From an optimization exercise on the open Yosys and OpenROAD flow, aimed at small area; shortcuts taken in it are not production practice. Only simulation tests tie the RTL to the original design; equivalence was not proved. Power and IR drop assume default switching activity.

==> trial 38: inputs <==
Design project, start of the top module:
module project(input clk, left, right, start, rst, output reg [7:0] ROW, output [7:0] COL,
	output [7:0] seg7_3, seg7_2, seg7_1, output [4:0] state, output [4:0] next_state);
clock: 20.0 ns
lec_check: 0
cap_margin: 20
core_margin: 2
core_utilization: 40
slew_margin: 20
run.sh (not shown) runs the stock make flow with config.mk's settings and CLKGATE_MAP_FILE= SYNTH_SCRIPT=/design/flow/synth_recipe.tcl, a recipe that flattens the netlist after the stock synthesis.
==> build 15 (differences from trial 38) <==
--- a/flow/design.v
+++ b/flow/design.v
@@ -2,14 +2,50 @@
 	output [7:0] seg7_3, seg7_2, seg7_1, output [4:0] state, output [4:0] next_state);
 	localparam S_IDLE = 3'd0, S_INITIAL_GAME = 3'd1, S_GENERATE = 3'd2, S_MOVE = 3'd3,
 		S_MOVE_2 = 3'd4, S_NEW_STAIR = 3'd5, S_RST = 3'd6;
 	reg [2:0] st;
 	reg [2:0] ns;
 	assign state = {2'b00, st};
 	assign next_state = {2'b00, ns};
+	function [9:0] inc;
+		input [9:0] a;
+		integer k;
+		reg c;
+		begin
+			c = 1'b1;
+			for (k = 0; k < 10; k = k + 1) begin
+				inc[k] = a[k] ^ c;
+				c = c & a[k];
+			end
+		end
+	endfunction
+	function [9:0] dec;
+		input [9:0] a;
+		integer k;
+		reg b;
+		begin
+			b = 1'b1;
+			for (k = 0; k < 10; k = k + 1) begin
+				dec[k] = a[k] ^ b;
+				b = b & ~a[k];
+			end
+		end
+	endfunction
+	function le;
+		input [4:0] a;
+		input [4:0] b;
+		integer k;
+		reg res;
+		begin
+			res = 1'b1;
+			for (k = 0; k < 5; k = k + 1)
+				res = (~a[k] & b[k]) | (~(a[k] ^ b[k]) & res);
+			le = res;
+		end
+	endfunction
 	wire st_rst  = (st == S_RST);
 	wire st_idle = (st == S_IDLE);
 	wire st_init = (st == S_INITIAL_GAME);
 	wire st_gen  = (st == S_GENERATE);
 	wire st_move = (st == S_MOVE);
 	wire st_new  = (st == S_NEW_STAIR);
 	reg [2:0] fg;
@@ -35,91 +71,85 @@
 	end
 	always @(posedge clk)
 		st <= rst ? S_RST : ns;
 	reg [7:0] pc;
 	wire pclk = pc[7] & pc[4] & pc[2] & pc[1] & pc[0];
 	always @(posedge clk)
 		if (st_rst) pc <= 8'd0;
-		else if (st_move) pc <= pclk ? 8'd1 : pc + 8'd1;
+		else if (st_move) pc <= pclk ? 8'd1 : inc({2'b0, pc});
 	reg [9:0] sc;
 	wire sclk = sc[9] & sc[8] & sc[7] & sc[6] & sc[5] & sc[3] & sc[0];
 	always @(posedge clk)
 		if (st_rst) sc <= 10'd0;
-		else if (st_move) sc <= sclk ? 10'd1 : sc + 10'd1;
+		else if (st_move) sc <= sclk ? 10'd1 : inc(sc);
 	reg [7:0] dclk;
 	reg disp;
 	wire dwrap = dclk[7] & dclk[4] & dclk[2] & dclk[1] & dclk[0];
 	always @(posedge clk)
 		if (rst) begin
 			dclk <= 8'd0;
 			disp <= 1'b0;
 		end else if (dwrap) begin
 			dclk <= 8'd0;
 			disp <= ~disp;
 		end else
-			dclk <= dclk + 8'd1;
+			dclk <= inc({2'b0, dclk});
 	reg [4:0] rnd;
 	always @(posedge clk)
 		if (st_rst) rnd <= 5'd1;
-		else rnd <= rnd + 5'd1;
+		else rnd <= inc({5'b0, rnd});
 	reg [3:0] sc_h, sc_t, sc_u;
 	reg clr_p;
 	always @(posedge clk)
 		clr_p <= rst | st_init;
 	wire s_wrap = sc_h[3] & sc_h[1] & sc_t[1] & ~sc_t[2] & ~sc_t[0] & sc_u[1] & sc_u[0] & ~sc_u[2];
 	always @(posedge clk)
 		if (fgZ) begin
 			if (s_wrap) begin
 				sc_h <= 4'd0; sc_t <= 4'd0; sc_u <= 4'd0;
 			end else if (sc_u[3] & sc_u[0]) begin
 				sc_u <= 4'd0;
 				if (sc_t[3] & sc_t[0]) begin
 					sc_t <= 4'd0;
-					sc_h <= sc_h + 4'd1;
+					sc_h <= inc({6'b0, sc_h});
 				end else
-					sc_t <= sc_t + 4'd1;
+					sc_t <= inc({6'b0, sc_t});
 			end else
-				sc_u <= sc_u + 4'd1;
+				sc_u <= inc({6'b0, sc_u});
 		end else if (clr_p) begin
 			sc_h <= 4'd0; sc_t <= 4'd0; sc_u <= 4'd0;
 		end
-	function [7:0] seg;
+	function [6:0] seg;
 		input [3:0] d;
-		case (d)
-			4'd0: seg = 8'b11000000;
-			4'd1: seg = 8'b11111001;
-			4'd2: seg = 8'b10100100;
-			4'd3: seg = 8'b10110000;
-			4'd4: seg = 8'b10011001;
-			4'd5: seg = 8'b10010010;
-			4'd6: seg = 8'b10000010;
-			4'd7: seg = 8'b11111000;
-			4'd8: seg = 8'b10000000;
-			4'd9: seg = 8'b10010000;
-			default: seg = 8'b00000000;
-		endcase
-	endfunction
-	assign seg7_3 = seg(sc_h);
-	assign seg7_2 = seg(sc_t);
-	assign seg7_1 = seg(sc_u);
-	reg [4:0] limit;
+		reg a;
+		begin
+			a = ~d[3] & ~d[1] & (d[2] ^ d[0]);
+			seg[6] = (~d[3] & ~d[2] & ~d[1]) | (d[2] & d[1] & d[0]);
+			seg[5] = ~d[3] & ((~d[2] & (d[1] | d[0])) | (d[1] & d[0]));
+			seg[4] = d[0] | (d[2] & ~d[1]);
+			seg[3] = a | (d[2] & d[1] & d[0]);
+			seg[2] = ~d[3] & ~d[2] & d[1] & ~d[0];
+			seg[1] = d[2] & (d[1] ^ d[0]);
+			seg[0] = a;
+		end
+	endfunction
+	assign seg7_3 = {~(sc_h[3] & sc_h[1]), seg(sc_h)};
+	assign seg7_2 = {1'b1, seg(sc_t)};
+	assign seg7_1 = {1'b1, seg(sc_u)};
+	reg solid_new;
 	always @(*) begin
-		if (sc_h != 4'd0) limit = 5'd10;
-		else case (sc_t)
-			4'd0: limit = 5'd31;
-			4'd1: limit = 5'd28;
-			4'd2: limit = 5'd25;
-			4'd3: limit = 5'd20;
-			4'd4: limit = 5'd15;
-			4'd5: limit = 5'd13;
-			4'd6: limit = (sc_u == 4'd0) ? 5'd13 : 5'd10;
-			default: limit = 5'd10;
-		endcase
-	end
-	wire solid_new = (rnd <= limit);
+		if (sc_h != 4'd0) solid_new = le(rnd, 5'd10);
+		else if (sc_t == 4'd0) solid_new = 1'b1;
+		else if (sc_t == 4'd1) solid_new = le(rnd, 5'd28);
+		else if (sc_t == 4'd2) solid_new = le(rnd, 5'd25);
+		else if (sc_t == 4'd3) solid_new = le(rnd, 5'd20);
+		else if (sc_t == 4'd4) solid_new = le(rnd, 5'd15);
+		else if (sc_t == 4'd5 || (sc_t == 4'd6 && sc_u == 4'd0)) solid_new = le(rnd, 5'd13);
+		else solid_new = le(rnd, 5'd10);
+	end
 	reg [2:0] pos0, pos1, pos2, pos3;
 	reg typ0, typ1, typ2, typ3;
 	reg [1:0] dir0, dir1, dir2, dir3;
 	reg [2:0] npos0, npos1, npos2, npos3;
 	reg ntyp0, ntyp1, ntyp2, ntyp3;
 	reg [1:0] ndir0, ndir1, ndir2, ndir3;
 	task automatic slide;
@@ -128,18 +158,18 @@
 		output [2:0] np;
 		output [1:0] nd;
 		begin
 			np = p;
 			nd = d;
 			if (d == 2'd1) begin
 				if (p == 3'd5) begin np = 3'd4; nd = 2'd2; end
-				else np = p + 3'd1;
+				else np = inc({7'b0, p});
 			end else if (d == 2'd2) begin
 				if (p == 3'd0) begin np = 3'd1; nd = 2'd1; end
-				else np = p - 3'd1;
+				else np = dec({7'b0, p});
 			end
 		end
 	endtask
 	always @(*) begin
 		npos0 = pos0; npos1 = pos1; npos2 = pos2; npos3 = pos3;
 		ntyp0 = typ0; ntyp1 = typ1; ntyp2 = typ2; ntyp3 = typ3;
 		ndir0 = dir0; ndir1 = dir1; ndir2 = dir2; ndir3 = dir3;
@@ -181,14 +211,28 @@
 		input [2:0] x;
 		reg [3:0] d;
 		begin
 			d = {1'b0, x} - {1'b0, p};
 			covers = (d[3:2] == 2'b00) & (d[1:0] != 2'b11);
 		end
 	endfunction
+	function span;
+		input [2:0] p;
+		input [2:0] x;
+		case (x)
+			3'd0: span = ~p[2] & ~p[1] & ~p[0];
+			3'd1: span = ~p[2] & ~p[1];
+			3'd2: span = ~p[2] & ~(p[1] & p[0]);
+			3'd3: span = ~p[2] & (p[1] | p[0]);
+			3'd4: span = (~p[2] & p[1]) | (p[2] & ~p[1] & ~p[0]);
+			3'd5: span = (~p[2] & p[1] & p[0]) | (p[2] & ~p[1]);
+			3'd6: span = p[2];
+			default: span = p[2] & p[0];
+		endcase
+	endfunction
 	reg [2:0] px, py;
 	reg [1:0] jp;  
 	reg [2:0] bpos;
 	reg bvalid;
 	always @(*) begin
 		case (py[2:1])
 			2'd1: begin bpos = npos0; bvalid = (ndir0 != 2'd3); end
@@ -204,23 +248,23 @@
 			move_finish <= 1'b0;
 			jp <= 2'd0;
 			px <= 3'd2;
 			py <= 3'd2;
 		end else if (st_move) begin
 			if (pclk) begin
 				if (right) begin
-					if (px != 3'd0) px <= px - 3'd1;
+					if (px != 3'd0) px <= dec({7'b0, px});
 				end else if (left) begin
-					if (px != 3'd7) px <= px + 3'd1;
+					if (px != 3'd7) px <= inc({7'b0, px});
 				end
 				if (jp != 2'd3) begin
-					jp <= jp + 2'd1;
-					py <= py + 3'd1;
+					jp <= inc({8'b0, jp});
+					py <= inc({7'b0, py});
 				end else if (!below) begin
-					py <= py - 3'd1;
+					py <= dec({7'b0, py});
 				end else begin
 					jp <= 2'd0;
 					if (py == 3'd4) begin
 						move_finish <= 1'b1;
 						py <= 3'd2;
 					end
 				end
@@ -253,23 +297,28 @@
 		endcase
 	wire has = (r[0] ^ half) & (sdir != 2'd3);
 	wire lit = ~styp | disp;
 	reg [7:0] rowv;
 	integer i;
 	always @(*)
 		for (i = 0; i < 8; i = i + 1)
-			rowv[7 - i] = (has & lit & covers(spos, i)) | (px == i && py == r);
+			rowv[7 - i] = (has & lit & span(spos, i)) | (px == i && py == r);
 	always @(posedge clk) begin
 		if (show) begin
 			ROW <= rowv;
-			dc <= r + 3'd1;
+			dc <= inc({7'b0, r});
 			coli <= r;
 			colv <= 1'b1;
 		end else begin
 			ROW <= 8'd0;
 			dc <= r;
-			coli <= coli - 3'd1;
+			coli <= dec({7'b0, coli});
 			colv <= colv & (coli != 3'd0);
 		end
 	end
-	assign COL = colv ? (8'h80 >> coli) : 8'h00;
+	genvar gi;
+	generate
+		for (gi = 0; gi < 8; gi = gi + 1) begin : g_col
+			assign COL[7 - gi] = colv & (coli == gi);
+		end
+	endgenerate
 endmodule
==> flow/config.mk (replaced) <==
export PLATFORM = sky130hd
export DESIGN_NAME = project
export DESIGN_NICKNAME = project
export VERILOG_FILES = /design/flow/design.v
export SDC_FILE = /design/flow/constraint.sdc
export NUM_CORES = 4
export LEC_CHECK = 0
export ABC_AREA = 1
export CAP_MARGIN = 20
export CORE_MARGIN = 2
export CORE_UTILIZATION = 40
export SLEW_MARGIN = 20
==> trial 8 (differences from trial 38) <==
--- a/flow/design.v
+++ b/flow/design.v
@@ -2,14 +2,50 @@
 	output [7:0] seg7_3, seg7_2, seg7_1, output [4:0] state, output [4:0] next_state);
 	localparam S_IDLE = 3'd0, S_INITIAL_GAME = 3'd1, S_GENERATE = 3'd2, S_MOVE = 3'd3,
 		S_MOVE_2 = 3'd4, S_NEW_STAIR = 3'd5, S_RST = 3'd6;
 	reg [2:0] st;
 	reg [2:0] ns;
 	assign state = {2'b00, st};
 	assign next_state = {2'b00, ns};
+	function [9:0] inc;
+		input [9:0] a;
+		integer k;
+		reg c;
+		begin
+			c = 1'b1;
+			for (k = 0; k < 10; k = k + 1) begin
+				inc[k] = a[k] ^ c;
+				c = c & a[k];
+			end
+		end
+	endfunction
+	function [9:0] dec;
+		input [9:0] a;
+		integer k;
+		reg b;
+		begin
+			b = 1'b1;
+			for (k = 0; k < 10; k = k + 1) begin
+				dec[k] = a[k] ^ b;
+				b = b & ~a[k];
+			end
+		end
+	endfunction
+	function le;
+		input [4:0] a;
+		input [4:0] b;
+		integer k;
+		reg res;
+		begin
+			res = 1'b1;
+			for (k = 0; k < 5; k = k + 1)
+				res = (~a[k] & b[k]) | (~(a[k] ^ b[k]) & res);
+			le = res;
+		end
+	endfunction
 	wire st_rst  = (st == S_RST);
 	wire st_idle = (st == S_IDLE);
 	wire st_init = (st == S_INITIAL_GAME);
 	wire st_gen  = (st == S_GENERATE);
 	wire st_move = (st == S_MOVE);
 	wire st_new  = (st == S_NEW_STAIR);
 	reg [2:0] fg;
@@ -35,91 +71,85 @@
 	end
 	always @(posedge clk)
 		st <= rst ? S_RST : ns;
 	reg [7:0] pc;
 	wire pclk = pc[7] & pc[4] & pc[2] & pc[1] & pc[0];
 	always @(posedge clk)
 		if (st_rst) pc <= 8'd0;
-		else if (st_move) pc <= pclk ? 8'd1 : pc + 8'd1;
+		else if (st_move) pc <= pclk ? 8'd1 : inc({2'b0, pc});
 	reg [9:0] sc;
 	wire sclk = sc[9] & sc[8] & sc[7] & sc[6] & sc[5] & sc[3] & sc[0];
 	always @(posedge clk)
 		if (st_rst) sc <= 10'd0;
-		else if (st_move) sc <= sclk ? 10'd1 : sc + 10'd1;
+		else if (st_move) sc <= sclk ? 10'd1 : inc(sc);
 	reg [7:0] dclk;
 	reg disp;
 	wire dwrap = dclk[7] & dclk[4] & dclk[2] & dclk[1] & dclk[0];
 	always @(posedge clk)
 		if (rst) begin
 			dclk <= 8'd0;
 			disp <= 1'b0;
 		end else if (dwrap) begin
 			dclk <= 8'd0;
 			disp <= ~disp;
 		end else
-			dclk <= dclk + 8'd1;
+			dclk <= inc({2'b0, dclk});
 	reg [4:0] rnd;
 	always @(posedge clk)
 		if (st_rst) rnd <= 5'd1;
-		else rnd <= rnd + 5'd1;
+		else rnd <= inc({5'b0, rnd});
 	reg [3:0] sc_h, sc_t, sc_u;
 	reg clr_p;
 	always @(posedge clk)
 		clr_p <= rst | st_init;
 	wire s_wrap = sc_h[3] & sc_h[1] & sc_t[1] & ~sc_t[2] & ~sc_t[0] & sc_u[1] & sc_u[0] & ~sc_u[2];
 	always @(posedge clk)
 		if (fgZ) begin
 			if (s_wrap) begin
 				sc_h <= 4'd0; sc_t <= 4'd0; sc_u <= 4'd0;
 			end else if (sc_u[3] & sc_u[0]) begin
 				sc_u <= 4'd0;
 				if (sc_t[3] & sc_t[0]) begin
 					sc_t <= 4'd0;
-					sc_h <= sc_h + 4'd1;
+					sc_h <= inc({6'b0, sc_h});
 				end else
-					sc_t <= sc_t + 4'd1;
+					sc_t <= inc({6'b0, sc_t});
 			end else
-				sc_u <= sc_u + 4'd1;
+				sc_u <= inc({6'b0, sc_u});
 		end else if (clr_p) begin
 			sc_h <= 4'd0; sc_t <= 4'd0; sc_u <= 4'd0;
 		end
-	function [7:0] seg;
+	function [6:0] seg;
 		input [3:0] d;
-		case (d)
-			4'd0: seg = 8'b11000000;
-			4'd1: seg = 8'b11111001;
-			4'd2: seg = 8'b10100100;
-			4'd3: seg = 8'b10110000;
-			4'd4: seg = 8'b10011001;
-			4'd5: seg = 8'b10010010;
-			4'd6: seg = 8'b10000010;
-			4'd7: seg = 8'b11111000;
-			4'd8: seg = 8'b10000000;
-			4'd9: seg = 8'b10010000;
-			default: seg = 8'b00000000;
-		endcase
-	endfunction
-	assign seg7_3 = seg(sc_h);
-	assign seg7_2 = seg(sc_t);
-	assign seg7_1 = seg(sc_u);
-	reg [4:0] limit;
+		reg a;
+		begin
+			a = ~d[3] & ~d[1] & (d[2] ^ d[0]);
+			seg[6] = (~d[3] & ~d[2] & ~d[1]) | (d[2] & d[1] & d[0]);
+			seg[5] = ~d[3] & ((~d[2] & (d[1] | d[0])) | (d[1] & d[0]));
+			seg[4] = d[0] | (d[2] & ~d[1]);
+			seg[3] = a | (d[2] & d[1] & d[0]);
+			seg[2] = ~d[3] & ~d[2] & d[1] & ~d[0];
+			seg[1] = d[2] & (d[1] ^ d[0]);
+			seg[0] = a;
+		end
+	endfunction
+	assign seg7_3 = {~(sc_h[3] & sc_h[1]), seg(sc_h)};
+	assign seg7_2 = {1'b1, seg(sc_t)};
+	assign seg7_1 = {1'b1, seg(sc_u)};
+	reg solid_new;
 	always @(*) begin
-		if (sc_h != 4'd0) limit = 5'd10;
-		else case (sc_t)
-			4'd0: limit = 5'd31;
-			4'd1: limit = 5'd28;
-			4'd2: limit = 5'd25;
-			4'd3: limit = 5'd20;
-			4'd4: limit = 5'd15;
-			4'd5: limit = 5'd13;
-			4'd6: limit = (sc_u == 4'd0) ? 5'd13 : 5'd10;
-			default: limit = 5'd10;
-		endcase
-	end
-	wire solid_new = (rnd <= limit);
+		if (sc_h != 4'd0) solid_new = le(rnd, 5'd10);
+		else if (sc_t == 4'd0) solid_new = 1'b1;
+		else if (sc_t == 4'd1) solid_new = le(rnd, 5'd28);
+		else if (sc_t == 4'd2) solid_new = le(rnd, 5'd25);
+		else if (sc_t == 4'd3) solid_new = le(rnd, 5'd20);
+		else if (sc_t == 4'd4) solid_new = le(rnd, 5'd15);
+		else if (sc_t == 4'd5 || (sc_t == 4'd6 && sc_u == 4'd0)) solid_new = le(rnd, 5'd13);
+		else solid_new = le(rnd, 5'd10);
+	end
 	reg [2:0] pos0, pos1, pos2, pos3;
 	reg typ0, typ1, typ2, typ3;
 	reg [1:0] dir0, dir1, dir2, dir3;
 	reg [2:0] npos0, npos1, npos2, npos3;
 	reg ntyp0, ntyp1, ntyp2, ntyp3;
 	reg [1:0] ndir0, ndir1, ndir2, ndir3;
 	task automatic slide;
@@ -128,18 +158,18 @@
 		output [2:0] np;
 		output [1:0] nd;
 		begin
 			np = p;
 			nd = d;
 			if (d == 2'd1) begin
 				if (p == 3'd5) begin np = 3'd4; nd = 2'd2; end
-				else np = p + 3'd1;
+				else np = inc({7'b0, p});
 			end else if (d == 2'd2) begin
 				if (p == 3'd0) begin np = 3'd1; nd = 2'd1; end
-				else np = p - 3'd1;
+				else np = dec({7'b0, p});
 			end
 		end
 	endtask
 	always @(*) begin
 		npos0 = pos0; npos1 = pos1; npos2 = pos2; npos3 = pos3;
 		ntyp0 = typ0; ntyp1 = typ1; ntyp2 = typ2; ntyp3 = typ3;
 		ndir0 = dir0; ndir1 = dir1; ndir2 = dir2; ndir3 = dir3;
@@ -181,14 +211,28 @@
 		input [2:0] x;
 		reg [3:0] d;
 		begin
 			d = {1'b0, x} - {1'b0, p};
 			covers = (d[3:2] == 2'b00) & (d[1:0] != 2'b11);
 		end
 	endfunction
+	function span;
+		input [2:0] p;
+		input [2:0] x;
+		case (x)
+			3'd0: span = ~p[2] & ~p[1] & ~p[0];
+			3'd1: span = ~p[2] & ~p[1];
+			3'd2: span = ~p[2] & ~(p[1] & p[0]);
+			3'd3: span = ~p[2] & (p[1] | p[0]);
+			3'd4: span = (~p[2] & p[1]) | (p[2] & ~p[1] & ~p[0]);
+			3'd5: span = (~p[2] & p[1] & p[0]) | (p[2] & ~p[1]);
+			3'd6: span = p[2];
+			default: span = p[2] & p[0];
+		endcase
+	endfunction
 	reg [2:0] px, py;
 	reg [1:0] jp;  
 	reg [2:0] bpos;
 	reg bvalid;
 	always @(*) begin
 		case (py[2:1])
 			2'd1: begin bpos = npos0; bvalid = (ndir0 != 2'd3); end
@@ -204,23 +248,23 @@
 			move_finish <= 1'b0;
 			jp <= 2'd0;
 			px <= 3'd2;
 			py <= 3'd2;
 		end else if (st_move) begin
 			if (pclk) begin
 				if (right) begin
-					if (px != 3'd0) px <= px - 3'd1;
+					if (px != 3'd0) px <= dec({7'b0, px});
 				end else if (left) begin
-					if (px != 3'd7) px <= px + 3'd1;
+					if (px != 3'd7) px <= inc({7'b0, px});
 				end
 				if (jp != 2'd3) begin
-					jp <= jp + 2'd1;
-					py <= py + 3'd1;
+					jp <= inc({8'b0, jp});
+					py <= inc({7'b0, py});
 				end else if (!below) begin
-					py <= py - 3'd1;
+					py <= dec({7'b0, py});
 				end else begin
 					jp <= 2'd0;
 					if (py == 3'd4) begin
 						move_finish <= 1'b1;
 						py <= 3'd2;
 					end
 				end
@@ -253,23 +297,28 @@
 		endcase
 	wire has = (r[0] ^ half) & (sdir != 2'd3);
 	wire lit = ~styp | disp;
 	reg [7:0] rowv;
 	integer i;
 	always @(*)
 		for (i = 0; i < 8; i = i + 1)
-			rowv[7 - i] = (has & lit & covers(spos, i)) | (px == i && py == r);
+			rowv[7 - i] = (has & lit & span(spos, i)) | (px == i && py == r);
 	always @(posedge clk) begin
 		if (show) begin
 			ROW <= rowv;
-			dc <= r + 3'd1;
+			dc <= inc({7'b0, r});
 			coli <= r;
 			colv <= 1'b1;
 		end else begin
 			ROW <= 8'd0;
 			dc <= r;
-			coli <= coli - 3'd1;
+			coli <= dec({7'b0, coli});
 			colv <= colv & (coli != 3'd0);
 		end
 	end
-	assign COL = colv ? (8'h80 >> coli) : 8'h00;
+	genvar gi;
+	generate
+		for (gi = 0; gi < 8; gi = gi + 1) begin : g_col
+			assign COL[7 - gi] = colv & (coli == gi);
+		end
+	endgenerate
 endmodule
==> flow/config.mk (replaced) <==
export PLATFORM = sky130hd
export DESIGN_NAME = project
export DESIGN_NICKNAME = project
export VERILOG_FILES = /design/flow/design.v
export SDC_FILE = /design/flow/constraint.sdc
export NUM_CORES = 4
export LEC_CHECK = 0
export ABC_AREA = 1
export CAP_MARGIN = 20
export CORE_MARGIN = 2
export CORE_UTILIZATION = 40
export CTS_BUF_LIST = sky130_fd_sc_hd__clkbuf_8
export CTS_CLUSTER_DIAMETER = 500
export CTS_CLUSTER_SIZE = 100
export SLEW_MARGIN = 20
==> comparison table <==
Run status: trial 38 timing/DRC/antenna clean; build 15 timing/DRC/antenna clean; trial 8 timing/DRC/antenna clean
Synthesized-area fraction occupied by ao, oa, aoi and oai cells: trial 38 19.47%; build 15 16.16%; trial 8 16.16%
Reg2reg setup slack: trial 38 15.27 ns; build 15 15.92 ns; trial 8 15.93 ns
Normalized max-slew margin: trial 38 46.72%; build 15 28.90%; trial 8 29.51%
Met3 WL post-DR: trial 38 887 um; build 15 585 um; trial 8 569 um
Fraction of standard cell area in multi-input logic: trial 38 53.32%; build 15 50.51%; trial 8 51.16%
Total global-route track usage: trial 38 19.00%; build 15 17.94%; trial 8 17.73%
Cts bufs inserted: trial 38 17; build 15 9; trial 8 9
Switching pwr: trial 38 0.5034 mW; build 15 0.4381 mW; trial 8 0.4311 mW
Vias in the first global route: trial 38 6442; build 15 5354; trial 8 5325
Proportion of synthesized chip area in sequential cells: trial 38 32.12%; build 15 31.83%; trial 8 31.83%
HPWL reported at the end of detailed placement: trial 38 14640 um; build 15 11790 um; trial 8 11790 um
Sequential Area: trial 38 0.002603 mm^2; build 15 0.002122 mm^2; trial 8 0.002122 mm^2
Number of instances in the synthesized netlist: trial 38 937; build 15 949; trial 8 949
Cell seen most often among critical-path stages: trial 38 -; build 15 clkdlybuf4s50_1; trial 8 clkdlybuf4s50_1
Worst slack after detailed placement: trial 38 10.54 ns; build 15 10.83 ns; trial 8 10.83 ns
Final cell area excluding filler cells: trial 38 0.009296 mm^2; build 15 0.007597 mm^2; trial 8 0.007501 mm^2
Clock share of power: trial 38 26.5%; build 15 18.1%; trial 8 14.6%

## afterwards: timing with drivers on the ports
No port has a modelled driver above. Below, the same layouts with a new extraction and two added sets of constraints.
Step 1 (the two cells are an assumption about what drives the block):
set clk [get_ports {clk}]
set_driving_cell -lib_cell sky130_fd_sc_hd__clkbuf_16 $clk
set_driving_cell -lib_cell sky130_fd_sc_hd__buf_2 [delete_from_list [all_inputs] $clk]
Step 2 times the ports against the registers' clock, not the clock port: input delays grow and output delays shrink by t, the midpoint of the rising clock arrivals with the driver on.
Three values: no drivers, after step 1, after step 2; two values: the first two.
run	t (ns)	slack for setup (ns)	worst hold slack (ns)
trial 38	0.465	10.515 / 10.491 / 10.491	0.440 / 0.440 / 0.440
build 15	0.400	10.825 / 10.803 / 10.803	0.451 / 0.451 / 0.451
trial 8	0.418	10.825 / 10.803 / 10.803	0.458 / 0.458 / 0.458
After both steps every run listed still meets setup and hold. The setup slack of trial 38, which loses most, moves by -0.024 ns with the drivers and by -0.024 ns with both steps.
